What follows belongs to an exercise in optimizing a design on an open flow for small area; a production flow would make more cautious choices. Function was checked by simulation only, so behaviour that the tests miss may differ from the original. Power figures rest on the tool's default switching activity, not on a simulated workload.

==> flow/design.v, too long to show whole: its modules and the start of the top module <==
// module Tile_PECore: 418 lines
// module sb_mux_bit: 10 lines
// module cell_aoi222: 3 lines
// module cell_oai21: 3 lines
// module cb_mux_bit: 17 lines
// module cell_aoi22: 3 lines
// module cell_and4: 3 lines
// module cell_nand4: 3 lines
// module cell_fa: 4 lines
// module cell_ha: 4 lines
// module booth_enc: 13 lines
// module booth_sel: 5 lines
// module booth_sel0: 3 lines
// module booth_seln: 3 lines
// module booth_mul: 746 lines
module Tile_PECore (
  input [15:0] SB_T0_EAST_SB_IN_B16_0,
  input [0:0] SB_T0_EAST_SB_IN_B1_0,
  output [0:0] SB_T0_EAST_SB_OUT_B1,
  output [15:0] SB_T0_EAST_SB_OUT_B16,
  input [15:0] SB_T0_NORTH_SB_IN_B16_0,
  input [0:0] SB_T0_NORTH_SB_IN_B1_0,
  output [0:0] SB_T0_NORTH_SB_OUT_B1,
  output [15:0] SB_T0_NORTH_SB_OUT_B16,
  input [15:0] SB_T0_SOUTH_SB_IN_B16_0,
  input [0:0] SB_T0_SOUTH_SB_IN_B1_0,
  output [0:0] SB_T0_SOUTH_SB_OUT_B1,
  output [15:0] SB_T0_SOUTH_SB_OUT_B16,
  input [15:0] SB_T0_WEST_SB_IN_B16_0,
  input [0:0] SB_T0_WEST_SB_IN_B1_0,
  output [0:0] SB_T0_WEST_SB_OUT_B1,
  output [15:0] SB_T0_WEST_SB_OUT_B16,
  input [15:0] SB_T1_EAST_SB_IN_B16_0,
  input [0:0] SB_T1_EAST_SB_IN_B1_0,
  output [0:0] SB_T1_EAST_SB_OUT_B1,
  output [15:0] SB_T1_EAST_SB_OUT_B16,
  input [15:0] SB_T1_NORTH_SB_IN_B16_0,
  input [0:0] SB_T1_NORTH_SB_IN_B1_0,
  output [0:0] SB_T1_NORTH_SB_OUT_B1,
  output [15:0] SB_T1_NORTH_SB_OUT_B16,
  input [15:0] SB_T1_SOUTH_SB_IN_B16_0,
  input [0:0] SB_T1_SOUTH_SB_IN_B1_0,
  output [0:0] SB_T1_SOUTH_SB_OUT_B1,
  output [15:0] SB_T1_SOUTH_SB_OUT_B16,
  input [15:0] SB_T1_WEST_SB_IN_B16_0,
  input [0:0] SB_T1_WEST_SB_IN_B1_0,
  output [0:0] SB_T1_WEST_SB_OUT_B1,
  output [15:0] SB_T1_WEST_SB_OUT_B16,
  input [15:0] SB_T2_EAST_SB_IN_B16_0,
  input [0:0] SB_T2_EAST_SB_IN_B1_0,
  output [0:0] SB_T2_EAST_SB_OUT_B1,
  output [15:0] SB_T2_EAST_SB_OUT_B16,
  input [15:0] SB_T2_NORTH_SB_IN_B16_0,
  input [0:0] SB_T2_NORTH_SB_IN_B1_0,
  output [0:0] SB_T2_NORTH_SB_OUT_B1,
  output [15:0] SB_T2_NORTH_SB_OUT_B16,
  input [15:0] SB_T2_SOUTH_SB_IN_B16_0,
  input [0:0] SB_T2_SOUTH_SB_IN_B1_0,
  output [0:0] SB_T2_SOUTH_SB_OUT_B1,
  output [15:0] SB_T2_SOUTH_SB_OUT_B16,
  input [15:0] SB_T2_WEST_SB_IN_B16_0,
  input [0:0] SB_T2_WEST_SB_IN_B1_0,
  output [0:0] SB_T2_WEST_SB_OUT_B1,
  output [15:0] SB_T2_WEST_SB_OUT_B16,
  input [15:0] SB_T3_EAST_SB_IN_B16_0,
  input [0:0] SB_T3_EAST_SB_IN_B1_0,
  output [0:0] SB_T3_EAST_SB_OUT_B1,
  output [15:0] SB_T3_EAST_SB_OUT_B16,
  input [15:0] SB_T3_NORTH_SB_IN_B16_0,
  input [0:0] SB_T3_NORTH_SB_IN_B1_0,
  output [0:0] SB_T3_NORTH_SB_OUT_B1,
  output [15:0] SB_T3_NORTH_SB_OUT_B16,
  input [15:0] SB_T3_SOUTH_SB_IN_B16_0,
  input [0:0] SB_T3_SOUTH_SB_IN_B1_0,
  output [0:0] SB_T3_SOUTH_SB_OUT_B1,
  output [15:0] SB_T3_SOUTH_SB_OUT_B16,
  input [15:0] SB_T3_WEST_SB_IN_B16_0,
  input [0:0] SB_T3_WEST_SB_IN_B1_0,
  output [0:0] SB_T3_WEST_SB_OUT_B1,
  output [15:0] SB_T3_WEST_SB_OUT_B16,
  input [15:0] SB_T4_EAST_SB_IN_B16_0,
  input [0:0] SB_T4_EAST_SB_IN_B1_0,
  output [0:0] SB_T4_EAST_SB_OUT_B1,
  output [15:0] SB_T4_EAST_SB_OUT_B16,
  input [15:0] SB_T4_NORTH_SB_IN_B16_0,
  input [0:0] SB_T4_NORTH_SB_IN_B1_0,
  output [0:0] SB_T4_NORTH_SB_OUT_B1,
  output [15:0] SB_T4_NORTH_SB_OUT_B16,
  input [15:0] SB_T4_SOUTH_SB_IN_B16_0,
  input [0:0] SB_T4_SOUTH_SB_IN_B1_0,
  output [0:0] SB_T4_SOUTH_SB_OUT_B1,
  output [15:0] SB_T4_SOUTH_SB_OUT_B16,
  input [15:0] SB_T4_WEST_SB_IN_B16_0,
  // ...
==> flow/flow/run.sh <==
#!/bin/bash
set -euo pipefail
bash standard.sh "BUFFER_PORTS_ARGS=-buffer_cell sky130_fd_sc_hd__buf_1" finish > make_finish.log 2>&1
==> flow/standard.sh <==
#!/bin/bash
# synth_recipe.tcl (not shown) runs the flow's synth.tcl, then flattens the netlist and writes it again
# the make line also repeats each setting of config.mk as NAME=value (left out here)
make -C /OpenROAD-flow-scripts/flow DESIGN_CONFIG=/design/flow/config.mk WORK_HOME=/design/flow/orfs CLKGATE_MAP_FILE= SYNTH_SCRIPT=/design/flow/synth_recipe.tcl "${@:-finish}"
==> flow/config.mk <==
export PLATFORM = sky130hd
export DESIGN_NAME = Tile_PECore
export DESIGN_NICKNAME = Tile_PECore
export VERILOG_FILES = /design/flow/design.v
export SDC_FILE = /design/flow/constraint.sdc
export NUM_CORES = 4
export LEC_CHECK = 0
export CAP_MARGIN = 20
export CORE_MARGIN = 2
export CORE_UTILIZATION = 40
export SLEW_MARGIN = 20
export SYNTH_HIERARCHICAL = 1
export SYNTH_MINIMUM_KEEP_SIZE = 0
==> flow/constraint.sdc <==
create_clock -name core_clock -period 25.0 [get_ports {clk}]
set_input_delay 5.0000 -clock core_clock [delete_from_list [all_inputs] [get_ports {clk}]]
set_output_delay 5.0000 -clock core_clock [all_outputs]
set_load 0.01 [all_outputs]
==> run summary, run 1 <==
Detailed placement finished with a half-perimeter wire length of around 220 mm. For met1 alone, demand over resource in global routing was 0.734. The maximum level of the CTS H-tree came out at 4. The post-synth design cell area came out at between 0.03 and 0.04 mm^2.

The flow did not finish. The met2 usage is 0.847. The worst-case setup slack after placement came out at -1.72 ns. Summing all placed instances gives a cell area of around 0.042 mm^2.

The number of core rows is between 100 and 150. For this design the top-level I/O count stands at about 900. For met3 alone, demand over resource in global routing was 0.547. The number of sinks on the clock net came out at approximately 200. The number of buffers added by the clock tree synthesis step is 17. In the global route stage, overall resource usage came out at 0.687.

The number of instances in the placed design is 6068. Yosys printed 7 warnings. The tool reported: "[ERROR GRT-0116] Global routing finished with congestion. Check the congestion regions in the DRC Viewer". The count of buffers added by post-CTS timing repair for setup is 20.

The synthesized area per cell is 8.92 um^2. The number of input and output port buffers inserted is between 800 and 900. The root cell of the clock tree is sky130_fd_sc_hd__clkbuf_16. Routability-driven placement finished with a final weighted congestion of ~1.2.

In this run, post-CTS repair resized a total of 120 instances. The maximum root-to-sink buffer count came out at 2. The starting density of the core came out at 0.404.

The last flow stage reached is 5_1_grt. The die boundary width came out at around 290 um.
==> inputs of run 2 (changes only) <==
--- a/flow/design.v
+++ b/flow/design.v
@@ -300,7 +300,25 @@
   reg  [15:0] add_a, add_b;
   reg         add_ci;
-  wire [16:0] add_s = {1'b0, add_a} + {1'b0, add_b} + {16'd0, add_ci};
-  wire [15:0] sum   = add_s[15:0];
-  assign C = add_s[16];
+  wire [15:0] sum;
+  wire [8:0]  add_c;
+  wire [7:0]  hs0, hs1;
+  wire [8:0]  hc0, hc1;
+  assign add_c[0] = add_ci;
+  genvar ga;
+  generate
+    for (ga = 0; ga < 8; ga = ga + 1) begin : g_add
+      cell_fa u_fa (.a(add_a[ga]), .b(add_b[ga]), .ci(add_c[ga]), .s(sum[ga]), .co(add_c[ga+1]));
+    end
+    assign hs0[0] = add_a[8] ^ add_b[8];
+    assign hc0[1] = add_a[8] & add_b[8];
+    assign hs1[0] = ~(add_a[8] ^ add_b[8]);
+    assign hc1[1] = add_a[8] | add_b[8];
+    for (ga = 1; ga < 8; ga = ga + 1) begin : g_addh
+      cell_fa u_fa0 (.a(add_a[8+ga]), .b(add_b[8+ga]), .ci(hc0[ga]), .s(hs0[ga]), .co(hc0[ga+1]));
+      cell_fa u_fa1 (.a(add_a[8+ga]), .b(add_b[8+ga]), .ci(hc1[ga]), .s(hs1[ga]), .co(hc1[ga+1]));
+    end
+  endgenerate
+  assign sum[15:8] = add_c[8] ? hs1 : hs0;
+  assign C = add_c[8] ? hc1[8] : hc0[8];
   always @(*) begin
     add_a  = op_a;
@@ -321,10 +339,15 @@
   wire lte = (same_sign & s15) | (is_signed ? (a15 & ~b15) : (~a15 & b15)) | eq;
   wire gte = (same_sign & ~s15) | (is_signed ? (~a15 & b15) : (a15 & ~b15));
+  wire        sh_left  = (op == 6'h11);
+  wire        shift_op = (op == 6'h0F) | sh_left;
+  wire [3:0]  sh_k     = op_b[3:0] ^ {4{~sh_left}};
+  wire [15:0] mb;
+  generate
+    for (ga = 0; ga < 16; ga = ga + 1) begin : g_mb
+      assign mb[ga] = shift_op ? (sh_k == ga) : op_b[ga];
+    end
+  endgenerate
   wire [31:0] m;
-  booth_mul u_mul (.a(op_a), .b(op_b), .s(is_signed), .m(m));
-  wire [15:0] shr_s = $signed(op_a) >>> op_b[3:0];
-  wire [15:0] shr_u = op_a >> op_b[3:0];
-  wire [15:0] shr = is_signed ? shr_s : shr_u;
-  wire [15:0] shl = op_a << op_b[3:0];
+  booth_mul u_mul (.a(op_a), .b(mb), .sa_en(is_signed), .sb_en(is_signed & ~shift_op), .m(m));
   wire [15:0] abs_res = (s15 | ~is_signed) ? op_a : sum;
   wire mult_sovf = (a15 == b15) ? m[15] : (~m[15] & |{op_a, op_b});
@@ -343,6 +366,6 @@
       6'h05: begin res_p_w = lte; res_w = lte ? op_a : op_b; end
       6'h08: res_w = op_d ? op_a : op_b;
-      6'h0F: res_w = shr;
-      6'h11: res_w = shl;
+      6'h0F: res_w = m[30:15];
+      6'h11: res_w = m[15:0];
       6'h0B: begin res_w = m[15:0];  res_p_w = 1'b0; ovfl = is_signed ? mult_sovf : |m[31:16]; end
       6'h0C: begin res_w = m[23:8];  res_p_w = 1'b0; ovfl = is_signed ? mult_sovf : |m[31:24]; end
@@ -383,37 +406,54 @@
   assign res   = en_acc ? op_b : comp_res;
   assign res_p = flag;
-  reg [31:0] pe_rd;
-  always @(*) begin
-    case (cfg_reg)
-      8'h00: pe_rd = {24'd0, lut};
-      8'hE0: pe_rd = {16'd0, dbg_data};
-      8'hE1: pe_rd = {31'd0, dbg_bit};
-      8'hF0: pe_rd = {16'd0, op_a_reg};
-      8'hF1: pe_rd = {16'd0, op_b_reg};
-      8'hF3: pe_rd = {31'd0, op_d_reg};
-      8'hF4: pe_rd = {31'd0, op_e_reg};
-      8'hF5: pe_rd = {31'd0, op_f_reg};
-      8'hFF: pe_rd = {inp_code, op_code};
-      default: pe_rd = 32'd0;
-    endcase
-  end
-  wire [4:0] sb_ri = cb_idx(cfg_reg[4:0]);
-  wire [1:0] sb16_rd = sb16_sel[2*sb_ri +: 2];
-  wire [1:0] sb1_rd  = sb1_sel[2*sb_ri +: 2];
-  reg [31:0] rd;
-  always @(*) begin
-    case (cfg_feat[2:0])
-      3'd0: rd = pe_rd;
-      3'd1: rd = {27'd0, cb_sel[0 +: 5]};
-      3'd2: rd = {27'd0, cb_sel[5 +: 5]};
-      3'd3: rd = {27'd0, cb_sel[10 +: 5]};
-      3'd4: rd = {27'd0, cb_sel[15 +: 5]};
-      3'd5: rd = {27'd0, cb_sel[20 +: 5]};
-      3'd6: rd = {30'd0, sb1_rd};
-      default: rd = {30'd0, sb16_rd};
-    endcase
-  end
-  wire rd_en = config_read[0] & tile_hit & (cfg_feat < 8'd8);
-  assign read_config_data = (rd_en ? rd : 32'd0) | read_config_data_in;
+  wire       rd_en = config_read[0] & tile_hit & (cfg_feat[7:3] == 5'd0);
+  wire [7:0] fh;
+  generate
+    for (gt = 0; gt < 8; gt = gt + 1) begin : g_fh
+      assign fh[gt] = rd_en & (cfg_feat[2:0] == gt);
+    end
+  endgenerate
+  wire r_lut = fh[0] & (cfg_reg == 8'h00);
+  wire r_e0  = fh[0] & (cfg_reg == 8'hE0);
+  wire r_e1  = fh[0] & (cfg_reg == 8'hE1);
+  wire r_f0  = fh[0] & (cfg_reg == 8'hF0);
+  wire r_f1  = fh[0] & (cfg_reg == 8'hF1);
+  wire r_f3  = fh[0] & (cfg_reg == 8'hF3);
+  wire r_f4  = fh[0] & (cfg_reg == 8'hF4);
+  wire r_f5  = fh[0] & (cfg_reg == 8'hF5);
+  wire r_ff  = fh[0] & (cfg_reg == 8'hFF);
+  wire [4:0]  sb_ri = cb_idx(cfg_reg[4:0]);
+  wire [19:0] oh_ri;
+  wire [19:0] sbr16_0, sbr16_1, sbr1_0, sbr1_1;
+  wire [1:0]  sb16_rd, sb1_rd;
+  generate
+    for (gt = 0; gt < 20; gt = gt + 1) begin : g_ri
+      assign oh_ri[gt] = (sb_ri == gt);
+      assign sbr16_0[gt] = sb16_sel[2*gt];
+      assign sbr16_1[gt] = sb16_sel[2*gt+1];
+      assign sbr1_0[gt]  = sb1_sel[2*gt];
+      assign sbr1_1[gt]  = sb1_sel[2*gt+1];
+    end
+  endgenerate
+  cb_mux_bit u_rd16_0 (.a(sbr16_0), .h(oh_ri), .y(sb16_rd[0]));
+  cb_mux_bit u_rd16_1 (.a(sbr16_1), .h(oh_ri), .y(sb16_rd[1]));
+  cb_mux_bit u_rd1_0  (.a(sbr1_0),  .h(oh_ri), .y(sb1_rd[0]));
+  cb_mux_bit u_rd1_1  (.a(sbr1_1),  .h(oh_ri), .y(sb1_rd[1]));
+  wire [31:0] rd = {24'd0, {8{r_lut}} & lut}
+                 | {16'd0, {16{r_e0}} & dbg_data}
+                 | {31'd0, r_e1 & dbg_bit}
+                 | {16'd0, {16{r_f0}} & op_a_reg}
+                 | {16'd0, {16{r_f1}} & op_b_reg}
+                 | {31'd0, r_f3 & op_d_reg}
+                 | {31'd0, r_f4 & op_e_reg}
+                 | {31'd0, r_f5 & op_f_reg}
+                 | ({32{r_ff}} & {inp_code, op_code})
+                 | {27'd0, {5{fh[1]}} & cb_sel[0 +: 5]}
+                 | {27'd0, {5{fh[2]}} & cb_sel[5 +: 5]}
+                 | {27'd0, {5{fh[3]}} & cb_sel[10 +: 5]}
+                 | {27'd0, {5{fh[4]}} & cb_sel[15 +: 5]}
+                 | {27'd0, {5{fh[5]}} & cb_sel[20 +: 5]}
+                 | {30'd0, {2{fh[6]}} & sb1_rd}
+                 | {30'd0, {2{fh[7]}} & sb16_rd};
+  assign read_config_data = rd | read_config_data_in;
 endmodule
 module sb_mux_bit (
@@ -494,9 +534,10 @@
   input  [15:0] a,
   input  [15:0] b,
-  input         s,
+  input         sa_en,
+  input         sb_en,
   output [31:0] m
 );
-  wire sa = s & a[15];
-  wire sb = s & b[15];
+  wire sa = sa_en & a[15];
+  wire sb = sb_en & b[15];
   wire [16:0] A = {sa, a};
   wire [17:0] B = {sb, sb, b};
@@ -841,398 +882,436 @@
   booth_sel u_p160 (.pos1(pos1_8), .neg1(neg1_8), .pos2(pos2_8), .nneg2(nneg2_8), .aj(A[15]), .naj(nA[15]), .ajm1(A[14]), .p(p160));
   wire s161, c162;
-  cell_ha u_s161 (.a(negc0), .b(p1), .s(s161), .co(c162));
+  cell_ha u_s161 (.a(negc1), .b(p19), .s(s161), .co(c162));
   wire s163, c164;
-  cell_ha u_s163 (.a(p2), .b(c162), .s(s163), .co(c164));
+  cell_ha u_s163 (.a(p20), .b(p4), .s(s163), .co(c164));
   wire s165, c166;
-  cell_fa u_s165 (.a(negc1), .b(p19), .ci(p3), .s(s165), .co(c166));
+  cell_fa u_s165 (.a(negc2), .b(p21), .ci(p37), .s(s165), .co(c166));
   wire s167, c168;
-  cell_ha u_s167 (.a(s165), .b(c164), .s(s167), .co(c168));
+  cell_ha u_s167 (.a(p5), .b(c164), .s(s167), .co(c168));
   wire s169, c170;
-  cell_fa u_s169 (.a(p20), .b(p4), .ci(c166), .s(s169), .co(c170));
+  cell_fa u_s169 (.a(p22), .b(p38), .ci(p6), .s(s169), .co(c170));
   wire s171, c172;
-  cell_ha u_s171 (.a(c168), .b(s169), .s(s171), .co(c172));
+  cell_ha u_s171 (.a(c166), .b(s169), .s(s171), .co(c172));
   wire s173, c174;
-  cell_fa u_s173 (.a(negc2), .b(p21), .ci(p37), .s(s173), .co(c174));
+  cell_fa u_s173 (.a(negc3), .b(p23), .ci(p39), .s(s173), .co(c174));
   wire s175, c176;
-  cell_fa u_s175 (.a(p5), .b(s173), .ci(c170), .s(s175), .co(c176));
+  cell_fa u_s175 (.a(p55), .b(p7), .ci(c170), .s(s175), .co(c176));
   wire s177, c178;
-  cell_ha u_s177 (.a(c172), .b(s175), .s(s177), .co(c178));
+  cell_ha u_s177 (.a(s173), .b(c172), .s(s177), .co(c178));
   wire s179, c180;
-  cell_fa u_s179 (.a(p22), .b(p38), .ci(p6), .s(s179), .co(c180));
+  cell_fa u_s179 (.a(p24), .b(p40), .ci(p56), .s(s179), .co(c180));
   wire s181, c182;
-  cell_fa u_s181 (.a(c174), .b(s179), .ci(c176), .s(s181), .co(c182));
+  cell_fa u_s181 (.a(p8), .b(c174), .ci(s179), .s(s181), .co(c182));
   wire s183, c184;
-  cell_ha u_s183 (.a(c178), .b(s181), .s(s183), .co(c184));
+  cell_ha u_s183 (.a(c176), .b(s181), .s(s183), .co(c184));
   wire s185, c186;
-  cell_fa u_s185 (.a(negc3), .b(p23), .ci(p39), .s(s185), .co(c186));
+  cell_fa u_s185 (.a(negc4), .b(p25), .ci(p41), .s(s185), .co(c186));
   wire s187, c188;
-  cell_fa u_s187 (.a(p55), .b(p7), .ci(c180), .s(s187), .co(c188));
+  cell_fa u_s187 (.a(p57), .b(p73), .ci(p9), .s(s187), .co(c188));
   wire s189, c190;
-  cell_fa u_s189 (.a(s185), .b(s187), .ci(c182), .s(s189), .co(c190));
+  cell_fa u_s189 (.a(c180), .b(s185), .ci(s187), .s(s189), .co(c190));
   wire s191, c192;
-  cell_ha u_s191 (.a(c184), .b(s189), .s(s191), .co(c192));
+  cell_ha u_s191 (.a(c182), .b(s189), .s(s191), .co(c192));
   wire s193, c194;
-  cell_fa u_s193 (.a(p24), .b(p40), .ci(p56), .s(s193), .co(c194));
+  cell_fa u_s193 (.a(p10), .b(p26), .ci(p42), .s(s193), .co(c194));
   wire s195, c196;
-  cell_fa u_s195 (.a(p8), .b(c186), .ci(s193), .s(s195), .co(c196));
+  cell_fa u_s195 (.a(p58), .b(p74), .ci(c186), .s(s195), .co(c196));
   wire s197, c198;
-  cell_fa u_s197 (.a(c188), .b(s195), .ci(c190), .s(s197), .co(c198));
+  cell_fa u_s197 (.a(c188), .b(s193), .ci(s195), .s(s197), .co(c198));
   wire s199, c200;
-  cell_ha u_s199 (.a(c192), .b(s197), .s(s199), .co(c200));
+  cell_ha u_s199 (.a(c190), .b(c192), .s(s199), .co(c200));
   wire s201, c202;
-  cell_fa u_s201 (.a(negc4), .b(p25), .ci(p41), .s(s201), .co(c202));
+  cell_fa u_s201 (.a(negc5), .b(p11), .ci(p27), .s(s201), .co(c202));
   wire s203, c204;
-  cell_fa u_s203 (.a(p57), .b(p73), .ci(p9), .s(s203), .co(c204));
+  cell_fa u_s203 (.a(p43), .b(p59), .ci(p75), .s(s203), .co(c204));
   wire s205, c206;
-  cell_fa u_s205 (.a(c194), .b(s201), .ci(s203), .s(s205), .co(c206));
+  cell_fa u_s205 (.a(p91), .b(c194), .ci(s201), .s(s205), .co(c206));
   wire s207, c208;
-  cell_fa u_s207 (.a(c196), .b(s205), .ci(c198), .s(s207), .co(c208));
+  cell_fa u_s207 (.a(s203), .b(c196), .ci(s205), .s(s207), .co(c208));
   wire s209, c210;
-  cell_ha u_s209 (.a(c200), .b(s207), .s(s209), .co(c210));
+  cell_ha u_s209 (.a(c198), .b(s207), .s(s209), .co(c210));
   wire s211, c212;
-  cell_fa u_s211 (.a(p10), .b(p26), .ci(p42), .s(s211), .co(c212));
+  cell_fa u_s211 (.a(p12), .b(p28), .ci(p44), .s(s211), .co(c212));
   wire s213, c214;
-  cell_fa u_s213 (.a(p58), .b(p74), .ci(c202), .s(s213), .co(c214));
+  cell_fa u_s213 (.a(p60), .b(p76), .ci(p92), .s(s213), .co(c214));
   wire s215, c216;
-  cell_fa u_s215 (.a(c204), .b(s211), .ci(s213), .s(s215), .co(c216));
+  cell_fa u_s215 (.a(c202), .b(c204), .ci(s211), .s(s215), .co(c216));
   wire s217, c218;
-  cell_fa u_s217 (.a(c206), .b(s215), .ci(c208), .s(s217), .co(c218));
+  cell_fa u_s217 (.a(s213), .b(c206), .ci(s215), .s(s217), .co(c218));
   wire s219, c220;
-  cell_ha u_s219 (.a(c210), .b(s217), .s(s219), .co(c220));
+  cell_ha u_s219 (.a(c208), .b(s217), .s(s219), .co(c220));
   wire s221, c222;
-  cell_fa u_s221 (.a(negc5), .b(p11), .ci(p27), .s(s221), .co(c222));
+  cell_fa u_s221 (.a(negc6), .b(p109), .ci(p13), .s(s221), .co(c222));
   wire s223, c224;
-  cell_fa u_s223 (.a(p43), .b(p59), .ci(p75), .s(s223), .co(c224));
+  cell_fa u_s223 (.a(p29), .b(p45), .ci(p61), .s(s223), .co(c224));
   wire s225, c226;
-  cell_fa u_s225 (.a(p91), .b(c212), .ci(s221), .s(s225), .co(c226));
+  cell_fa u_s225 (.a(p77), .b(p93), .ci(c212), .s(s225), .co(c226));
   wire s227, c228;
-  cell_fa u_s227 (.a(s223), .b(c214), .ci(s225), .s(s227), .co(c228));
+  cell_fa u_s227 (.a(c214), .b(s221), .ci(s223), .s(s227), .co(c228));
   wire s229, c230;
-  cell_fa u_s229 (.a(c216), .b(s227), .ci(c218), .s(s229), .co(c230));
+  cell_fa u_s229 (.a(s225), .b(c216), .ci(s227), .s(s229), .co(c230));
   wire s231, c232;
-  cell_ha u_s231 (.a(c220), .b(s229), .s(s231), .co(c232));
+  cell_ha u_s231 (.a(c218), .b(s229), .s(s231), .co(c232));
   wire s233, c234;
-  cell_fa u_s233 (.a(p12), .b(p28), .ci(p44), .s(s233), .co(c234));
+  cell_fa u_s233 (.a(p110), .b(p14), .ci(p30), .s(s233), .co(c234));
   wire s235, c236;
-  cell_fa u_s235 (.a(p60), .b(p76), .ci(p92), .s(s235), .co(c236));
+  cell_fa u_s235 (.a(p46), .b(p62), .ci(p78), .s(s235), .co(c236));
   wire s237, c238;
-  cell_fa u_s237 (.a(c222), .b(c224), .ci(s233), .s(s237), .co(c238));
+  cell_fa u_s237 (.a(p94), .b(c222), .ci(c224), .s(s237), .co(c238));
   wire s239, c240;
-  cell_fa u_s239 (.a(s235), .b(c226), .ci(s237), .s(s239), .co(c240));
+  cell_fa u_s239 (.a(s233), .b(s235), .ci(c226), .s(s239), .co(c240));
   wire s241, c242;
-  cell_fa u_s241 (.a(c228), .b(s239), .ci(c230), .s(s241), .co(c242));
+  cell_fa u_s241 (.a(s237), .b(c228), .ci(s239), .s(s241), .co(c242));
   wire s243, c244;
-  cell_ha u_s243 (.a(c232), .b(s241), .s(s243), .co(c244));
+  cell_ha u_s243 (.a(c230), .b(c232), .s(s243), .co(c244));
   wire s245, c246;
-  cell_fa u_s245 (.a(negc6), .b(p109), .ci(p13), .s(s245), .co(c246));
+  cell_fa u_s245 (.a(negc7), .b(p111), .ci(p127), .s(s245), .co(c246));
   wire s247, c248;
-  cell_fa u_s247 (.a(p29), .b(p45), .ci(p61), .s(s247), .co(c248));
+  cell_fa u_s247 (.a(p15), .b(p31), .ci(p47), .s(s247), .co(c248));
   wire s249, c250;
-  cell_fa u_s249 (.a(p77), .b(p93), .ci(c234), .s(s249), .co(c250));
+  cell_fa u_s249 (.a(p63), .b(p79), .ci(p95), .s(s249), .co(c250));
   wire s251, c252;
-  cell_fa u_s251 (.a(c236), .b(s245), .ci(s247), .s(s251), .co(c252));
+  cell_fa u_s251 (.a(c234), .b(c236), .ci(s245), .s(s251), .co(c252));
   wire s253, c254;
-  cell_fa u_s253 (.a(s249), .b(c238), .ci(s251), .s(s253), .co(c254));
+  cell_fa u_s253 (.a(s247), .b(s249), .ci(c238), .s(s253), .co(c254));
   wire s255, c256;
-  cell_fa u_s255 (.a(c240), .b(s253), .ci(c242), .s(s255), .co(c256));
+  cell_fa u_s255 (.a(s251), .b(c240), .ci(s253), .s(s255), .co(c256));
   wire s257, c258;
-  cell_ha u_s257 (.a(c244), .b(s255), .s(s257), .co(c258));
+  cell_ha u_s257 (.a(c242), .b(s255), .s(s257), .co(c258));
   wire s259, c260;
-  cell_fa u_s259 (.a(p110), .b(p14), .ci(p30), .s(s259), .co(c260));
+  cell_fa u_s259 (.a(p112), .b(p128), .ci(p16), .s(s259), .co(c260));
   wire s261, c262;
-  cell_fa u_s261 (.a(p46), .b(p62), .ci(p78), .s(s261), .co(c262));
+  cell_fa u_s261 (.a(p32), .b(p48), .ci(p64), .s(s261), .co(c262));
   wire s263, c264;
-  cell_fa u_s263 (.a(p94), .b(c246), .ci(c248), .s(s263), .co(c264));
+  cell_fa u_s263 (.a(p80), .b(p96), .ci(c246), .s(s263), .co(c264));
   wire s265, c266;
-  cell_fa u_s265 (.a(s259), .b(s261), .ci(c250), .s(s265), .co(c266));
+  cell_fa u_s265 (.a(c248), .b(c250), .ci(s259), .s(s265), .co(c266));
   wire s267, c268;
-  cell_fa u_s267 (.a(s263), .b(c252), .ci(s265), .s(s267), .co(c268));
+  cell_fa u_s267 (.a(s261), .b(s263), .ci(c252), .s(s267), .co(c268));
   wire s269, c270;
-  cell_fa u_s269 (.a(c254), .b(s267), .ci(c256), .s(s269), .co(c270));
+  cell_fa u_s269 (.a(s265), .b(c254), .ci(s267), .s(s269), .co(c270));
   wire s271, c272;
-  cell_ha u_s271 (.a(c258), .b(s269), .s(s271), .co(c272));
+  cell_ha u_s271 (.a(c256), .b(s269), .s(s271), .co(c272));
   wire s273, c274;
-  cell_fa u_s273 (.a(negc7), .b(p111), .ci(p127), .s(s273), .co(c274));
+  cell_fa u_s273 (.a(negc8), .b(p113), .ci(p129), .s(s273), .co(c274));
   wire s275, c276;
-  cell_fa u_s275 (.a(p15), .b(p31), .ci(p47), .s(s275), .co(c276));
+  cell_fa u_s275 (.a(p145), .b(p17), .ci(p33), .s(s275), .co(c276));
   wire s277, c278;
-  cell_fa u_s277 (.a(p63), .b(p79), .ci(p95), .s(s277), .co(c278));
+  cell_fa u_s277 (.a(p49), .b(p65), .ci(p81), .s(s277), .co(c278));
   wire s279, c280;
-  cell_fa u_s279 (.a(c260), .b(c262), .ci(s273), .s(s279), .co(c280));
+  cell_fa u_s279 (.a(p97), .b(c260), .ci(c262), .s(s279), .co(c280));
   wire s281, c282;
-  cell_fa u_s281 (.a(s275), .b(s277), .ci(c264), .s(s281), .co(c282));
+  cell_fa u_s281 (.a(s273), .b(s275), .ci(s277), .s(s281), .co(c282));
   wire s283, c284;
-  cell_fa u_s283 (.a(s279), .b(c266), .ci(s281), .s(s283), .co(c284));
+  cell_fa u_s283 (.a(c264), .b(s279), .ci(c266), .s(s283), .co(c284));
   wire s285, c286;
-  cell_fa u_s285 (.a(c268), .b(s283), .ci(c270), .s(s285), .co(c286));
+  cell_fa u_s285 (.a(s281), .b(c268), .ci(s283), .s(s285), .co(c286));
   wire s287, c288;
-  cell_ha u_s287 (.a(c272), .b(s285), .s(s287), .co(c288));
-  wire s289, c290;
-  cell_fa u_s289 (.a(p112), .b(p128), .ci(p16), .s(s289), .co(c290));
-  wire s291, c292;
-  cell_fa u_s291 (.a(p32), .b(p48), .ci(p64), .s(s291), .co(c292));
-  wire s293, c294;
-  cell_fa u_s293 (.a(p80), .b(p96), .ci(c274), .s(s293), .co(c294));
-  wire s295, c296;
-  cell_fa u_s295 (.a(c276), .b(c278), .ci(s289), .s(s295), .co(c296));
-  wire s297, c298;
-  cell_fa u_s297 (.a(s291), .b(s293), .ci(c280), .s(s297), .co(c298));
-  wire s299, c300;
-  cell_fa u_s299 (.a(s295), .b(c282), .ci(s297), .s(s299), .co(c300));
-  wire s301, c302;
-  cell_fa u_s301 (.a(c284), .b(s299), .ci(c286), .s(s301), .co(c302));
-  wire s303, c304;
-  cell_ha u_s303 (.a(c288), .b(s301), .s(s303), .co(c304));
-  wire s305, c306;
-  cell_fa u_s305 (.a(negc8), .b(p113), .ci(p129), .s(s305), .co(c306));
+  cell_ha u_s287 (.a(c270), .b(s285), .s(s287), .co(c288));
+  wire i289 = ~p114;
+  wire s290, c291;
+  cell_fa u_s290 (.a(p130), .b(p146), .ci(p18), .s(s290), .co(c291));
+  wire s292, c293;
+  cell_fa u_s292 (.a(p34), .b(p50), .ci(p66), .s(s292), .co(c293));
+  wire s294, c295;
+  cell_fa u_s294 (.a(p82), .b(p98), .ci(i289), .s(s294), .co(c295));
+  wire s296, c297;
+  cell_fa u_s296 (.a(c274), .b(c276), .ci(c278), .s(s296), .co(c297));
+  wire s298, c299;
+  cell_fa u_s298 (.a(s290), .b(s292), .ci(s294), .s(s298), .co(c299));
+  wire s300, c301;
+  cell_fa u_s300 (.a(c280), .b(s296), .ci(c282), .s(s300), .co(c301));
+  wire s302, c303;
+  cell_fa u_s302 (.a(s298), .b(c284), .ci(s300), .s(s302), .co(c303));
+  wire s304, c305;
+  cell_ha u_s304 (.a(c286), .b(s302), .s(s304), .co(c305));
+  wire i306 = ~p114;
   wire s307, c308;
-  cell_fa u_s307 (.a(p145), .b(p17), .ci(p33), .s(s307), .co(c308));
+  cell_fa u_s307 (.a(p115), .b(p131), .ci(p147), .s(s307), .co(c308));
   wire s309, c310;
-  cell_fa u_s309 (.a(p49), .b(p65), .ci(p81), .s(s309), .co(c310));
+  cell_fa u_s309 (.a(p35), .b(p51), .ci(p67), .s(s309), .co(c310));
   wire s311, c312;
-  cell_fa u_s311 (.a(p97), .b(c290), .ci(c292), .s(s311), .co(c312));
+  cell_fa u_s311 (.a(p83), .b(p99), .ci(i306), .s(s311), .co(c312));
   wire s313, c314;
-  cell_fa u_s313 (.a(s305), .b(s307), .ci(s309), .s(s313), .co(c314));
+  cell_fa u_s313 (.a(c291), .b(c293), .ci(s307), .s(s313), .co(c314));
   wire s315, c316;
-  cell_fa u_s315 (.a(c294), .b(s311), .ci(c296), .s(s315), .co(c316));
+  cell_fa u_s315 (.a(s309), .b(c295), .ci(s311), .s(s315), .co(c316));
   wire s317, c318;
-  cell_fa u_s317 (.a(s313), .b(c298), .ci(s315), .s(s317), .co(c318));
+  cell_fa u_s317 (.a(c297), .b(s313), .ci(c299), .s(s317), .co(c318));
   wire s319, c320;
-  cell_fa u_s319 (.a(c300), .b(s317), .ci(c302), .s(s319), .co(c320));
+  cell_fa u_s319 (.a(s315), .b(c301), .ci(s317), .s(s319), .co(c320));
   wire s321, c322;
-  cell_ha u_s321 (.a(c304), .b(s319), .s(s321), .co(c322));
-  wire i323;
-  assign i323 = ~p114;
-  wire s324, c325;
-  cell_fa u_s324 (.a(p130), .b(p146), .ci(p18), .s(s324), .co(c325));
-  wire s326, c327;
-  cell_fa u_s326 (.a(p34), .b(p50), .ci(p66), .s(s326), .co(c327));
-  wire s328, c329;
-  cell_fa u_s328 (.a(p82), .b(p98), .ci(i323), .s(s328), .co(c329));
-  wire s330, c331;
-  cell_fa u_s330 (.a(c306), .b(c308), .ci(c310), .s(s330), .co(c331));
-  wire s332, c333;
-  cell_fa u_s332 (.a(s324), .b(s326), .ci(s328), .s(s332), .co(c333));
-  wire s334, c335;
-  cell_fa u_s334 (.a(c312), .b(s330), .ci(c314), .s(s334), .co(c335));
-  wire s336, c337;
-  cell_fa u_s336 (.a(s332), .b(c316), .ci(s334), .s(s336), .co(c337));
-  wire s338, c339;
-  cell_fa u_s338 (.a(c318), .b(s336), .ci(c320), .s(s338), .co(c339));
+  cell_ha u_s321 (.a(c303), .b(s319), .s(s321), .co(c322));
+  wire s323, c324;
+  cell_fa u_s323 (.a(p100), .b(p114), .ci(p116), .s(s323), .co(c324));
+  wire s325, c326;
+  cell_fa u_s325 (.a(p132), .b(p148), .ci(p36), .s(s325), .co(c326));
+  wire s327, c328;
+  cell_fa u_s327 (.a(p52), .b(p68), .ci(p84), .s(s327), .co(c328));
+  wire s329, c330;
+  cell_fa u_s329 (.a(c308), .b(c310), .ci(s323), .s(s329), .co(c330));
+  wire s331, c332;
+  cell_fa u_s331 (.a(s325), .b(s327), .ci(c312), .s(s331), .co(c332));
+  wire s333, c334;
+  cell_fa u_s333 (.a(c314), .b(s329), .ci(s331), .s(s333), .co(c334));
+  wire s335, c336;
+  cell_fa u_s335 (.a(c316), .b(c318), .ci(s333), .s(s335), .co(c336));
+  wire s337, c338;
+  cell_ha u_s337 (.a(c320), .b(s335), .s(s337), .co(c338));
+  wire i339 = ~p101;
   wire s340, c341;
-  cell_ha u_s340 (.a(c322), .b(s338), .s(s340), .co(c341));
-  wire i342;
-  assign i342 = ~p114;
-  wire s343, c344;
-  cell_fa u_s343 (.a(p115), .b(p131), .ci(p147), .s(s343), .co(c344));
-  wire s345, c346;
-  cell_fa u_s345 (.a(p35), .b(p51), .ci(p67), .s(s345), .co(c346));
-  wire s347, c348;
-  cell_fa u_s347 (.a(p83), .b(p99), .ci(i342), .s(s347), .co(c348));
-  wire s349, c350;
-  cell_fa u_s349 (.a(c325), .b(c327), .ci(s343), .s(s349), .co(c350));
-  wire s351, c352;
-  cell_fa u_s351 (.a(s345), .b(c329), .ci(s347), .s(s351), .co(c352));
-  wire s353, c354;
-  cell_fa u_s353 (.a(c331), .b(s349), .ci(c333), .s(s353), .co(c354));
-  wire s355, c356;
-  cell_fa u_s355 (.a(s351), .b(c335), .ci(s353), .s(s355), .co(c356));
-  wire s357, c358;
-  cell_fa u_s357 (.a(c337), .b(s355), .ci(c339), .s(s357), .co(c358));
-  wire s359, c360;
-  cell_ha u_s359 (.a(c341), .b(s357), .s(s359), .co(c360));
-  wire s361, c362;
-  cell_fa u_s361 (.a(p100), .b(p114), .ci(p116), .s(s361), .co(c362));
-  wire s363, c364;
-  cell_fa u_s363 (.a(p132), .b(p148), .ci(p36), .s(s363), .co(c364));
-  wire s365, c366;
-  cell_fa u_s365 (.a(p52), .b(p68), .ci(p84), .s(s365), .co(c366));
-  wire s367, c368;
-  cell_fa u_s367 (.a(c344), .b(c346), .ci(s361), .s(s367), .co(c368));
+  cell_fa u_s340 (.a(p117), .b(p133), .ci(p149), .s(s340), .co(c341));
+  wire s342, c343;
+  cell_fa u_s342 (.a(p53), .b(p69), .ci(p85), .s(s342), .co(c343));
+  wire s344, c345;
+  cell_fa u_s344 (.a(i339), .b(c324), .ci(c326), .s(s344), .co(c345));
+  wire s346, c347;
+  cell_fa u_s346 (.a(c328), .b(s340), .ci(s342), .s(s346), .co(c347));
+  wire s348, c349;
+  cell_fa u_s348 (.a(s344), .b(c330), .ci(c332), .s(s348), .co(c349));
+  wire s350, c351;
+  cell_fa u_s350 (.a(s346), .b(c334), .ci(s348), .s(s350), .co(c351));
+  wire s352, c353;
+  cell_ha u_s352 (.a(c336), .b(s350), .s(s352), .co(c353));
+  wire s354, c355;
+  cell_fa u_s354 (.a(p101), .b(p102), .ci(p118), .s(s354), .co(c355));
+  wire s356, c357;
+  cell_fa u_s356 (.a(p134), .b(p150), .ci(p54), .s(s356), .co(c357));
+  wire s358, c359;
+  cell_fa u_s358 (.a(p70), .b(p86), .ci(c341), .s(s358), .co(c359));
+  wire s360, c361;
+  cell_fa u_s360 (.a(c343), .b(s354), .ci(s356), .s(s360), .co(c361));
+  wire s362, c363;
+  cell_fa u_s362 (.a(c345), .b(s358), .ci(c347), .s(s362), .co(c363));
+  wire s364, c365;
+  cell_fa u_s364 (.a(s360), .b(c349), .ci(s362), .s(s364), .co(c365));
+  wire s366, c367;
+  cell_ha u_s366 (.a(c351), .b(s364), .s(s366), .co(c367));
+  wire i368 = ~p103;
   wire s369, c370;
-  cell_fa u_s369 (.a(s363), .b(s365), .ci(c348), .s(s369), .co(c370));
+  cell_fa u_s369 (.a(p119), .b(p135), .ci(p151), .s(s369), .co(c370));
   wire s371, c372;
-  cell_fa u_s371 (.a(c350), .b(s367), .ci(s369), .s(s371), .co(c372));
+  cell_fa u_s371 (.a(p71), .b(p87), .ci(i368), .s(s371), .co(c372));
   wire s373, c374;
-  cell_fa u_s373 (.a(c352), .b(c354), .ci(s371), .s(s373), .co(c374));
+  cell_fa u_s373 (.a(c355), .b(c357), .ci(s369), .s(s373), .co(c374));
   wire s375, c376;
-  cell_fa u_s375 (.a(c356), .b(s373), .ci(c358), .s(s375), .co(c376));
+  cell_fa u_s375 (.a(s371), .b(c359), .ci(c361), .s(s375), .co(c376));
   wire s377, c378;
-  cell_ha u_s377 (.a(c360), .b(s375), .s(s377), .co(c378));
-  wire i379;
-  assign i379 = ~p101;
-  wire s380, c381;
-  cell_fa u_s380 (.a(p117), .b(p133), .ci(p149), .s(s380), .co(c381));
-  wire s382, c383;
-  cell_fa u_s382 (.a(p53), .b(p69), .ci(p85), .s(s382), .co(c383));
-  wire s384, c385;
-  cell_fa u_s384 (.a(i379), .b(c362), .ci(c364), .s(s384), .co(c385));
-  wire s386, c387;
-  cell_fa u_s386 (.a(c366), .b(s380), .ci(s382), .s(s386), .co(c387));
-  wire s388, c389;
-  cell_fa u_s388 (.a(s384), .b(c368), .ci(c370), .s(s388), .co(c389));
-  wire s390, c391;
-  cell_fa u_s390 (.a(s386), .b(c372), .ci(s388), .s(s390), .co(c391));
-  wire s392, c393;
-  cell_fa u_s392 (.a(c374), .b(s390), .ci(c376), .s(s392), .co(c393));
+  cell_fa u_s377 (.a(s373), .b(c363), .ci(s375), .s(s377), .co(c378));
+  wire s379, c380;
+  cell_ha u_s379 (.a(c365), .b(s377), .s(s379), .co(c380));
+  wire s381, c382;
+  cell_fa u_s381 (.a(p103), .b(p104), .ci(p120), .s(s381), .co(c382));
+  wire s383, c384;
+  cell_fa u_s383 (.a(p136), .b(p152), .ci(p72), .s(s383), .co(c384));
+  wire s385, c386;
+  cell_fa u_s385 (.a(p88), .b(c370), .ci(s381), .s(s385), .co(c386));
+  wire s387, c388;
+  cell_fa u_s387 (.a(s383), .b(c372), .ci(c374), .s(s387), .co(c388));
+  wire s389, c390;
+  cell_fa u_s389 (.a(s385), .b(c376), .ci(s387), .s(s389), .co(c390));
+  wire s391, c392;
+  cell_ha u_s391 (.a(c378), .b(s389), .s(s391), .co(c392));
+  wire i393 = ~p105;
   wire s394, c395;
-  cell_ha u_s394 (.a(c378), .b(s392), .s(s394), .co(c395));
+  cell_fa u_s394 (.a(p121), .b(p137), .ci(p153), .s(s394), .co(c395));
   wire s396, c397;
-  cell_fa u_s396 (.a(p101), .b(p102), .ci(p118), .s(s396), .co(c397));
+  cell_fa u_s396 (.a(p89), .b(i393), .ci(c382), .s(s396), .co(c397));
   wire s398, c399;
-  cell_fa u_s398 (.a(p134), .b(p150), .ci(p54), .s(s398), .co(c399));
+  cell_fa u_s398 (.a(c384), .b(s394), .ci(s396), .s(s398), .co(c399));
   wire s400, c401;
-  cell_fa u_s400 (.a(p70), .b(p86), .ci(c381), .s(s400), .co(c401));
+  cell_fa u_s400 (.a(c386), .b(c388), .ci(s398), .s(s400), .co(c401));
   wire s402, c403;
-  cell_fa u_s402 (.a(c383), .b(s396), .ci(s398), .s(s402), .co(c403));
+  cell_ha u_s402 (.a(c390), .b(s400), .s(s402), .co(c403));
   wire s404, c405;
-  cell_fa u_s404 (.a(c385), .b(s400), .ci(c387), .s(s404), .co(c405));
+  cell_fa u_s404 (.a(p105), .b(p106), .ci(p122), .s(s404), .co(c405));
   wire s406, c407;
-  cell_fa u_s406 (.a(s402), .b(c389), .ci(s404), .s(s406), .co(c407));
+  cell_fa u_s406 (.a(p138), .b(p154), .ci(p90), .s(s406), .co(c407));
   wire s408, c409;
-  cell_fa u_s408 (.a(c391), .b(s406), .ci(c393), .s(s408), .co(c409));
+  cell_fa u_s408 (.a(c395), .b(s404), .ci(s406), .s(s408), .co(c409));
   wire s410, c411;
-  cell_ha u_s410 (.a(c395), .b(s408), .s(s410), .co(c411));
-  wire i412;
-  assign i412 = ~p103;
-  wire s413, c414;
-  cell_fa u_s413 (.a(p119), .b(p135), .ci(p151), .s(s413), .co(c414));
+  cell_fa u_s410 (.a(c397), .b(s408), .ci(c399), .s(s410), .co(c411));
+  wire s412, c413;
+  cell_ha u_s412 (.a(c401), .b(s410), .s(s412), .co(c413));
+  wire i414 = ~p107;
   wire s415, c416;
-  cell_fa u_s415 (.a(p71), .b(p87), .ci(i412), .s(s415), .co(c416));
+  cell_fa u_s415 (.a(p123), .b(p139), .ci(p155), .s(s415), .co(c416));
   wire s417, c418;
-  cell_fa u_s417 (.a(c397), .b(c399), .ci(s413), .s(s417), .co(c418));
+  cell_fa u_s417 (.a(i414), .b(c405), .ci(c407), .s(s417), .co(c418));
   wire s419, c420;
-  cell_fa u_s419 (.a(s415), .b(c401), .ci(c403), .s(s419), .co(c420));
+  cell_fa u_s419 (.a(s415), .b(s417), .ci(c409), .s(s419), .co(c420));
   wire s421, c422;
-  cell_fa u_s421 (.a(s417), .b(c405), .ci(s419), .s(s421), .co(c422));
+  cell_ha u_s421 (.a(s419), .b(c411), .s(s421), .co(c422));
   wire s423, c424;
-  cell_fa u_s423 (.a(c407), .b(s421), .ci(c409), .s(s423), .co(c424));
+  cell_fa u_s423 (.a(p107), .b(p108), .ci(p124), .s(s423), .co(c424));
   wire s425, c426;
-  cell_ha u_s425 (.a(c411), .b(s423), .s(s425), .co(c426));
+  cell_fa u_s425 (.a(p140), .b(p156), .ci(c416), .s(s425), .co(c426));
   wire s427, c428;
-  cell_fa u_s427 (.a(p103), .b(p104), .ci(p120), .s(s427), .co(c428));
+  cell_fa u_s427 (.a(s423), .b(c418), .ci(s425), .s(s427), .co(c428));
   wire s429, c430;
-  cell_fa u_s429 (.a(p136), .b(p152), .ci(p72), .s(s429), .co(c430));
-  wire s431, c432;
-  cell_fa u_s431 (.a(p88), .b(c414), .ci(s427), .s(s431), .co(c432));
-  wire s433, c434;
-  cell_fa u_s433 (.a(s429), .b(c416), .ci(c418), .s(s433), .co(c434));
-  wire s435, c436;
-  cell_fa u_s435 (.a(s431), .b(c420), .ci(s433), .s(s435), .co(c436));
-  wire s437, c438;
-  cell_fa u_s437 (.a(c422), .b(s435), .ci(c424), .s(s437), .co(c438));
-  wire s439, c440;
-  cell_ha u_s439 (.a(c426), .b(s437), .s(s439), .co(c440));
-  wire i441;
-  assign i441 = ~p105;
+  cell_ha u_s429 (.a(c420), .b(s427), .s(s429), .co(c430));
+  wire i431 = ~p125;
+  wire s432, c433;
+  cell_fa u_s432 (.a(p141), .b(p157), .ci(i431), .s(s432), .co(c433));
+  wire s434, c435;
+  cell_fa u_s434 (.a(c424), .b(s432), .ci(c426), .s(s434), .co(c435));
+  wire s436, c437;
+  cell_ha u_s436 (.a(c428), .b(s434), .s(s436), .co(c437));
+  wire s438, c439;
+  cell_fa u_s438 (.a(p125), .b(p126), .ci(p142), .s(s438), .co(c439));
+  wire s440, c441;
+  cell_fa u_s440 (.a(p158), .b(s438), .ci(c433), .s(s440), .co(c441));
   wire s442, c443;
-  cell_fa u_s442 (.a(p121), .b(p137), .ci(p153), .s(s442), .co(c443));
-  wire s444, c445;
-  cell_fa u_s444 (.a(p89), .b(i441), .ci(c428), .s(s444), .co(c445));
-  wire s446, c447;
-  cell_fa u_s446 (.a(c430), .b(s442), .ci(s444), .s(s446), .co(c447));
-  wire s448, c449;
-  cell_fa u_s448 (.a(c432), .b(c434), .ci(s446), .s(s448), .co(c449));
-  wire s450, c451;
-  cell_fa u_s450 (.a(c436), .b(s448), .ci(c438), .s(s450), .co(c451));
-  wire s452, c453;
-  cell_ha u_s452 (.a(c440), .b(s450), .s(s452), .co(c453));
-  wire s454, c455;
-  cell_fa u_s454 (.a(p105), .b(p106), .ci(p122), .s(s454), .co(c455));
-  wire s456, c457;
-  cell_fa u_s456 (.a(p138), .b(p154), .ci(p90), .s(s456), .co(c457));
-  wire s458, c459;
-  cell_fa u_s458 (.a(c443), .b(s454), .ci(s456), .s(s458), .co(c459));
-  wire s460, c461;
-  cell_fa u_s460 (.a(c445), .b(s458), .ci(c447), .s(s460), .co(c461));
-  wire s462, c463;
-  cell_fa u_s462 (.a(c449), .b(s460), .ci(c451), .s(s462), .co(c463));
-  wire s464, c465;
-  cell_ha u_s464 (.a(c453), .b(s462), .s(s464), .co(c465));
-  wire i466;
-  assign i466 = ~p107;
+  cell_ha u_s442 (.a(s440), .b(c435), .s(s442), .co(c443));
+  wire i444 = ~p143;
+  wire s445, c446;
+  cell_fa u_s445 (.a(p159), .b(i444), .ci(c439), .s(s445), .co(c446));
+  wire s447, c448;
+  cell_ha u_s447 (.a(s445), .b(c441), .s(s447), .co(c448));
+  wire s449, c450;
+  cell_fa u_s449 (.a(p143), .b(p144), .ci(p160), .s(s449), .co(c450));
+  wire s451, c452;
+  cell_ha u_s451 (.a(s449), .b(c446), .s(s451), .co(c452));
+  wire s453, c454;
+  cell_ha u_s453 (.a(negc0), .b(p1), .s(s453), .co(c454));
+  wire s455, c456;
+  cell_ha u_s455 (.a(p2), .b(c454), .s(s455), .co(c456));
+  wire s457, c458;
+  cell_fa u_s457 (.a(p3), .b(s161), .ci(c456), .s(s457), .co(c458));
+  wire s459, c460;
+  cell_fa u_s459 (.a(c162), .b(s163), .ci(c458), .s(s459), .co(c460));
+  wire s461, c462;
+  cell_fa u_s461 (.a(s165), .b(s167), .ci(c460), .s(s461), .co(c462));
+  wire s463, c464;
+  cell_fa u_s463 (.a(c168), .b(s171), .ci(c462), .s(s463), .co(c464));
+  wire s465, c466;
+  cell_fa u_s465 (.a(s175), .b(s177), .ci(c464), .s(s465), .co(c466));
   wire s467, c468;
-  cell_fa u_s467 (.a(p123), .b(p139), .ci(p155), .s(s467), .co(c468));
+  cell_fa u_s467 (.a(c178), .b(s183), .ci(c466), .s(s467), .co(c468));
   wire s469, c470;
-  cell_fa u_s469 (.a(i466), .b(c455), .ci(c457), .s(s469), .co(c470));
+  cell_fa u_s469 (.a(c184), .b(s191), .ci(c468), .s(s469), .co(c470));
   wire s471, c472;
-  cell_fa u_s471 (.a(s467), .b(s469), .ci(c459), .s(s471), .co(c472));
+  cell_fa u_s471 (.a(s197), .b(s199), .ci(c470), .s(s471), .co(c472));
   wire s473, c474;
-  cell_fa u_s473 (.a(s471), .b(c461), .ci(c463), .s(s473), .co(c474));
+  cell_ha u_s473 (.a(c200), .b(s209), .s(s473), .co(c474));
   wire s475, c476;
-  cell_ha u_s475 (.a(c465), .b(s473), .s(s475), .co(c476));
+  cell_fa u_s475 (.a(c210), .b(s219), .ci(c474), .s(s475), .co(c476));
   wire s477, c478;
-  cell_fa u_s477 (.a(p107), .b(p108), .ci(p124), .s(s477), .co(c478));
+  cell_fa u_s477 (.a(c220), .b(s231), .ci(c476), .s(s477), .co(c478));
   wire s479, c480;
-  cell_fa u_s479 (.a(p140), .b(p156), .ci(c468), .s(s479), .co(c480));
+  cell_fa u_s479 (.a(s241), .b(s243), .ci(c478), .s(s479), .co(c480));
   wire s481, c482;
-  cell_fa u_s481 (.a(s477), .b(c470), .ci(s479), .s(s481), .co(c482));
+  cell_fa u_s481 (.a(c244), .b(s257), .ci(c480), .s(s481), .co(c482));
   wire s483, c484;
-  cell_fa u_s483 (.a(c472), .b(s481), .ci(c474), .s(s483), .co(c484));
+  cell_fa u_s483 (.a(c258), .b(s271), .ci(c482), .s(s483), .co(c484));
   wire s485, c486;
-  cell_ha u_s485 (.a(c476), .b(s483), .s(s485), .co(c486));
-  wire i487;
-  assign i487 = ~p125;
-  wire s488, c489;
-  cell_fa u_s488 (.a(p141), .b(p157), .ci(i487), .s(s488), .co(c489));
-  wire s490, c491;
-  cell_fa u_s490 (.a(c478), .b(s488), .ci(c480), .s(s490), .co(c491));
-  wire s492, c493;
-  cell_fa u_s492 (.a(c482), .b(s490), .ci(c484), .s(s492), .co(c493));
-  wire s494, c495;
-  cell_ha u_s494 (.a(c486), .b(s492), .s(s494), .co(c495));
-  wire s496, c497;
-  cell_fa u_s496 (.a(p125), .b(p126), .ci(p142), .s(s496), .co(c497));
-  wire s498, c499;
-  cell_fa u_s498 (.a(p158), .b(s496), .ci(c489), .s(s498), .co(c499));
-  wire s500, c501;
-  cell_fa u_s500 (.a(s498), .b(c491), .ci(c493), .s(s500), .co(c501));
+  cell_fa u_s485 (.a(c272), .b(s287), .ci(c484), .s(s485), .co(c486));
+  wire s487 = ~(c200 ^ s209);
+  wire c488 = c200 | s209;
+  wire s489, c490;
+  cell_fa u_s489 (.a(c210), .b(s219), .ci(c488), .s(s489), .co(c490));
+  wire s491, c492;
+  cell_fa u_s491 (.a(c220), .b(s231), .ci(c490), .s(s491), .co(c492));
+  wire s493, c494;
+  cell_fa u_s493 (.a(s241), .b(s243), .ci(c492), .s(s493), .co(c494));
+  wire s495, c496;
+  cell_fa u_s495 (.a(c244), .b(s257), .ci(c494), .s(s495), .co(c496));
+  wire s497, c498;
+  cell_fa u_s497 (.a(c258), .b(s271), .ci(c496), .s(s497), .co(c498));
+  wire s499, c500;
+  cell_fa u_s499 (.a(c272), .b(s287), .ci(c498), .s(s499), .co(c500));
+  wire k501 = c472 ? c500 : c486;
   wire s502, c503;
-  cell_ha u_s502 (.a(c495), .b(s500), .s(s502), .co(c503));
-  wire i504;
-  assign i504 = ~p143;
-  wire s505, c506;
-  cell_fa u_s505 (.a(p159), .b(i504), .ci(c497), .s(s505), .co(c506));
-  wire s507, c508;
-  cell_fa u_s507 (.a(s505), .b(c499), .ci(c501), .s(s507), .co(c508));
-  wire s509, c510;
-  cell_ha u_s509 (.a(c503), .b(s507), .s(s509), .co(c510));
-  wire s511, c512;
-  cell_fa u_s511 (.a(p143), .b(p144), .ci(p160), .s(s511), .co(c512));
-  wire s513, c514;
-  cell_fa u_s513 (.a(s511), .b(c506), .ci(c508), .s(s513), .co(c514));
-  wire s515, c516;
-  cell_ha u_s515 (.a(c510), .b(s513), .s(s515), .co(c516));
-  assign m[0] = s161;   
-  assign m[1] = s163;   
-  assign m[2] = s167;   
-  assign m[3] = s171;   
-  assign m[4] = s177;   
-  assign m[5] = s183;   
-  assign m[6] = s191;   
-  assign m[7] = s199;   
-  assign m[8] = s209;   
-  assign m[9] = s219;   
-  assign m[10] = s231;   
-  assign m[11] = s243;   
-  assign m[12] = s257;   
-  assign m[13] = s271;   
-  assign m[14] = s287;   
-  assign m[15] = s303;   
-  assign m[16] = s321;   
-  assign m[17] = s340;   
-  assign m[18] = s359;   
-  assign m[19] = s377;   
-  assign m[20] = s394;   
-  assign m[21] = s410;   
-  assign m[22] = s425;   
-  assign m[23] = s439;   
-  assign m[24] = s452;   
-  assign m[25] = s464;   
-  assign m[26] = s475;   
-  assign m[27] = s485;   
-  assign m[28] = s494;   
-  assign m[29] = s502;   
-  assign m[30] = s509;   
-  assign m[31] = s515;   
+  cell_ha u_s502 (.a(c288), .b(s304), .s(s502), .co(c503));
+  wire s504, c505;
+  cell_fa u_s504 (.a(c305), .b(s321), .ci(c503), .s(s504), .co(c505));
+  wire s506, c507;
+  cell_fa u_s506 (.a(c322), .b(s337), .ci(c505), .s(s506), .co(c507));
+  wire s508, c509;
+  cell_fa u_s508 (.a(c338), .b(s352), .ci(c507), .s(s508), .co(c509));
+  wire s510, c511;
+  cell_fa u_s510 (.a(c353), .b(s366), .ci(c509), .s(s510), .co(c511));
+  wire s512, c513;
+  cell_fa u_s512 (.a(c367), .b(s379), .ci(c511), .s(s512), .co(c513));
+  wire s514, c515;
+  cell_fa u_s514 (.a(c380), .b(s391), .ci(c513), .s(s514), .co(c515));
+  wire s516 = ~(c288 ^ s304);
+  wire c517 = c288 | s304;
+  wire s518, c519;
+  cell_fa u_s518 (.a(c305), .b(s321), .ci(c517), .s(s518), .co(c519));
+  wire s520, c521;
+  cell_fa u_s520 (.a(c322), .b(s337), .ci(c519), .s(s520), .co(c521));
+  wire s522, c523;
+  cell_fa u_s522 (.a(c338), .b(s352), .ci(c521), .s(s522), .co(c523));
+  wire s524, c525;
+  cell_fa u_s524 (.a(c353), .b(s366), .ci(c523), .s(s524), .co(c525));
+  wire s526, c527;
+  cell_fa u_s526 (.a(c367), .b(s379), .ci(c525), .s(s526), .co(c527));
+  wire s528, c529;
+  cell_fa u_s528 (.a(c380), .b(s391), .ci(c527), .s(s528), .co(c529));
+  wire k530 = k501 ? c529 : c515;
+  wire s531, c532;
+  cell_ha u_s531 (.a(c392), .b(s402), .s(s531), .co(c532));
+  wire s533, c534;
+  cell_fa u_s533 (.a(c403), .b(s412), .ci(c532), .s(s533), .co(c534));
+  wire s535, c536;
+  cell_fa u_s535 (.a(s421), .b(c413), .ci(c534), .s(s535), .co(c536));
+  wire s537, c538;
+  cell_fa u_s537 (.a(s429), .b(c422), .ci(c536), .s(s537), .co(c538));
+  wire s539, c540;
+  cell_fa u_s539 (.a(c430), .b(s436), .ci(c538), .s(s539), .co(c540));
+  wire s541, c542;
+  cell_fa u_s541 (.a(s442), .b(c437), .ci(c540), .s(s541), .co(c542));
+  wire s543, c544;
+  cell_fa u_s543 (.a(s447), .b(c443), .ci(c542), .s(s543), .co(c544));
+  wire s545, c546;
+  cell_fa u_s545 (.a(s451), .b(c448), .ci(c544), .s(s545), .co(c546));
+  wire s547 = ~(c392 ^ s402);
+  wire c548 = c392 | s402;
+  wire s549, c550;
+  cell_fa u_s549 (.a(c403), .b(s412), .ci(c548), .s(s549), .co(c550));
+  wire s551, c552;
+  cell_fa u_s551 (.a(s421), .b(c413), .ci(c550), .s(s551), .co(c552));
+  wire s553, c554;
+  cell_fa u_s553 (.a(s429), .b(c422), .ci(c552), .s(s553), .co(c554));
+  wire s555, c556;
+  cell_fa u_s555 (.a(c430), .b(s436), .ci(c554), .s(s555), .co(c556));
+  wire s557, c558;
+  cell_fa u_s557 (.a(s442), .b(c437), .ci(c556), .s(s557), .co(c558));
+  wire s559, c560;
+  cell_fa u_s559 (.a(s447), .b(c443), .ci(c558), .s(s559), .co(c560));
+  wire s561, c562;
+  cell_fa u_s561 (.a(s451), .b(c448), .ci(c560), .s(s561), .co(c562));
+  assign m[0] = s453;
+  assign m[1] = s455;
+  assign m[2] = s457;
+  assign m[3] = s459;
+  assign m[4] = s461;
+  assign m[5] = s463;
+  assign m[6] = s465;
+  assign m[7] = s467;
+  assign m[8] = s469;
+  assign m[9] = s471;
+  assign m[10] = (c472 ? s487 : s473);
+  assign m[11] = (c472 ? s489 : s475);
+  assign m[12] = (c472 ? s491 : s477);
+  assign m[13] = (c472 ? s493 : s479);
+  assign m[14] = (c472 ? s495 : s481);
+  assign m[15] = (c472 ? s497 : s483);
+  assign m[16] = (c472 ? s499 : s485);
+  assign m[17] = (k501 ? s516 : s502);
+  assign m[18] = (k501 ? s518 : s504);
+  assign m[19] = (k501 ? s520 : s506);
+  assign m[20] = (k501 ? s522 : s508);
+  assign m[21] = (k501 ? s524 : s510);
+  assign m[22] = (k501 ? s526 : s512);
+  assign m[23] = (k501 ? s528 : s514);
+  assign m[24] = (k530 ? s547 : s531);
+  assign m[25] = (k530 ? s549 : s533);
+  assign m[26] = (k530 ? s551 : s535);
+  assign m[27] = (k530 ? s553 : s537);
+  assign m[28] = (k530 ? s555 : s539);
+  assign m[29] = (k530 ? s557 : s541);
+  assign m[30] = (k530 ? s559 : s543);
+  assign m[31] = (k530 ? s561 : s545);
 endmodule
==> flow/flow/run.sh (replaced) <==
#!/bin/bash
# The standard layout, with three changes to how it is made:
#  - the port buffers use the smallest buffer cell (every port still gets its own buffer);
#  - synthesis buffers are removed at floorplan (REMOVE_ABC_BUFFERS) instead of at a
#    timing-driven global placement (GPL_TIMING_DRIVEN is 0 in config.mk).
set -euo pipefail
bash standard.sh "BUFFER_PORTS_ARGS=-buffer_cell sky130_fd_sc_hd__buf_1" REMOVE_ABC_BUFFERS=1 finish > make_finish.log 2>&1
--- a/flow/config.mk
+++ b/flow/config.mk
@@ -7,6 +7,10 @@
 export LEC_CHECK = 0
 export CAP_MARGIN = 20
+export CELL_PAD_IN_SITES_DETAIL_PLACEMENT = 1
+export CELL_PAD_IN_SITES_GLOBAL_PLACEMENT = 1
 export CORE_MARGIN = 2
-export CORE_UTILIZATION = 40
+export CORE_UTILIZATION = 30
+export GPL_TIMING_DRIVEN = 0
+export PLACE_DENSITY = 0.42
 export SLEW_MARGIN = 20
 export SYNTH_HIERARCHICAL = 1
==> run summary, run 2 <==
Outcome: finished clean (was aborted with a tool error). Together, buffers and inverters on the worst path number 6. The DRC violation count after routing came out at 0. The worst register-to-register path begins at cb_sel[21].

The number of vias in the routed layout came out at 41.4k. The CTS tree is built. The iteration-0 DRC count of the detailed router came out at approximately 10k. The switching part of the total power came out at 0.385. The wire length reported by the detailed router came out at 236 mm. The number of cells traversed by the worst register-to-register path came out at 37. The placer congestion estimate came to 1.00 (was 1.18). The number of buffers added by the clock tree synthesis step came out at 17 (unchanged). The largest registers in the layout are sb16_sel x40, sb1_sel x40, cb_sel x25. The critical path's largest stage delay came out at roughly 0.74 ns. The post-route minimum period came out at between 20 and 25 ns.

In the final routed layout, each cell accounts on average for 42.0 um. The data arrival time at the worst-slack endpoint is just under 20 ns. The die boundary width is 327 um (was 289 um).

The post-synth design cell area came out at 0.0313 mm^2 (was 0.0326 mm^2). The yosys synthesis warning count is 7 (unchanged). The area of all sequential standard cells is slightly below 0.005 mm^2. Across every metal layer, demand over resource in global routing totals 0.422. The maximum level of the CTS H-tree came to 4 (unchanged). The first-pass GRT wire length came out at ~330 mm. In the routed layout, each cell is associated on average with a via count of 7.37. The vertical die dimension came out at 327 um (was 289 um). In the final timing run, aggregate negative setup slack is 0 ns.

The number of core rows came out at 118 (was 104). Setup slack on the worst reg-to-reg path comes out at approximately 11 ns. The slowest stage of the critical path belongs to the cell sky130_fd_sc_hd__nor2_2. The placed cell area is 0.0369 mm^2 (was 0.0417 mm^2).

The worst slew margin relative to its limit is 0.0799. The starting density of the core is 0.302 (was 0.404). Setup repair after global routing left no endpoint under its margin.

The startpoint class of the critical path is an input pin. The required time at the worst-slack endpoint came out at ~20 ns. The number of max-capacitance violations reported came out at 0. The maximum root-to-sink buffer count is 2 (unchanged). The clock tree skew after final layout is 0.0130 ns. The number of sinks on the clock net came to 197 (unchanged).

The area of the multi-input gates is around 0.025 mm^2. Fill cells in the final layout number 12.4k. The relative contribution of sequential cells to total power is 0.359. The largest voltage drop on the vdd net came out at around 0.054 mV. The count of buffers added by post-CTS timing repair for setup came to 0 (was 20).

The synthesized area per cell came out at 9.30 um^2 (was 8.92 um^2). The number of hold buffers added after CTS was 0 (unchanged). In this run the static leakage power is 13.5 nW.

The count of TritonRoute iterations in the first routing pass is 15. The number of input and output port buffers inserted came out at 896 (unchanged). The largest fanout on the critical path is 20. The number of cells produced by synthesis came out at 3365 (was 3653). The maximum clock rate came out at 0.0408 GHz. The die covers between 0.1 and 0.15 mm^2. For this run the aggregate overflow at the end of global routing stands at 0. Compared with the post-synthesis result, the final layout area differs by 20.7%. The class of the most critical setup path is in2out. The pin count of the biggest net entering global routing is 92.

Internal power comes to 545 uW. The number of gates given a new drive strength after cts was 0 (was 120). Along the worst hold path, the cell count comes to 1. The total power of the final layout came out at roughly 890 uW. The endpoint of the worst-slack reg-to-reg timing path is op_b_reg[9]. The most frequent cell on the critical path is sky130_fd_sc_hd__fa_1. The clock network power share came out at 0.345. The largest delay contributor family on the critical path is adder cells. Of the total power, combinational logic draws 0.296.

The root cell of the clock tree was sky130_fd_sc_hd__clkbuf_16 (unchanged). The final HPWL from detailed placement is 189 mm (was 215 mm). The via count of the first global-routing pass is 39.7k.

The number of ports placed on the die boundary came out at 903 (unchanged).
run 2: worst max-delay path by stage:
stage / from / endpoint / slack, ns / cells past startpoint
final: SB_T0_NORTH_SB_IN_B16_0[0] / SB_T4_NORTH_SB_OUT_B1[0] / 0.50 / 40
after floorplan: SB_T1_EAST_SB_IN_B16_0[2] / SB_T0_EAST_SB_OUT_B1[0] / 3.82 / 38
after global placement: SB_T0_NORTH_SB_IN_B16_0[2] / SB_T2_WEST_SB_OUT_B16[9] / -3.13 / 34
after CTS: SB_T0_NORTH_SB_IN_B16_0[3] / SB_T3_EAST_SB_OUT_B1[0] / 0.1 / 39
after detailed placement: SB_T0_NORTH_SB_IN_B16_0[3] / SB_T3_EAST_SB_OUT_B1[0] / 0.09 / 40
after global routing: SB_T0_NORTH_SB_IN_B16_0[0] / SB_T3_SOUTH_SB_OUT_B1[0] / 0.08 / 40
run 2: worst reg2reg max path: cells and delay by family (launching register included):
family	cells	cell delay [ns]
adders and majority gates	11	4.34
AOI/OAI and AO/OA	11	3.73
and+or+nand+nor	7	2.67
muxes	4	2.03
DFF	1	0.73
buffers and inverters	3	0.55
xor gates and xnor gates	1	0.25
run 2: metal layers:
metal	routed length (um)	share of wire	GRT usage	vias to the layer above
met1	96500	0.41	0.581	21300
met4	8670	0.037	0.146	6
met3	27800	0.12	0.106	414
met2	103000	0.44	0.641	3260
li1	-	-	-	16400
met5	31	0.00013	0	-
run 2: area by class of cell:
class | count | area share
inverter | 90 | 0.00921
multi-input combinational | 2889 | 0.675
antenna | 50 | 0.00331
timing repair buffer | 975 | 0.120
clock inverter | 12 | 0.00431
tap | 1380 | 0.0457
sequential | 197 | 0.131
clock buffer | 20 | 0.0118
run 2: power by group through the flow:
stage	clock network [mW]	logic [mW]	registers, mW
CTS	0.310	0.251	0.318
floorplan	0	0.0824	0.325
detailed placement	0	0.250	0.325
global placement	0	0.248	0.325
finish	0.306	0.263	0.318
global route	0.321	0.268	0.318
run 2: metrics by stage:
step | worst slack [ns] | hold WS (ns) | std cells
3_5_place_dp | 0.0942 | 0.491 | 5526
3_3_place_gp | -3.13 | 0.488 | 5452
2_1_floorplan | 3.82 | 0.471 | 3176
4_1_cts | 0.0955 | 0.512 | 5558
5_1_grt | 0.0845 | 0.524 | 5609
6_report | 0.504 | 0.511 | 5613

==> static timing again, ports no longer ideal <==
How much do the figures lean on ideal ports? The routed layout below was timed once more, with nothing changed but the port constraints. Step 1 assumes that a clkbuf_16 drives the clock port and a buf_2 every other input. Step 2, shift: input delay + t, output delay - t, t = (earliest + latest rising clock arrival at the registers) / 2. This alone moves slack from input paths to output paths. Three values: ideal ports, drivers, drivers and shift; two values: the first two.
run: run 2
t, ns: 0.569
setup WS [ns]: 0.504 / 0.450 / 0.450
After both steps run 2 still meets setup and hold.
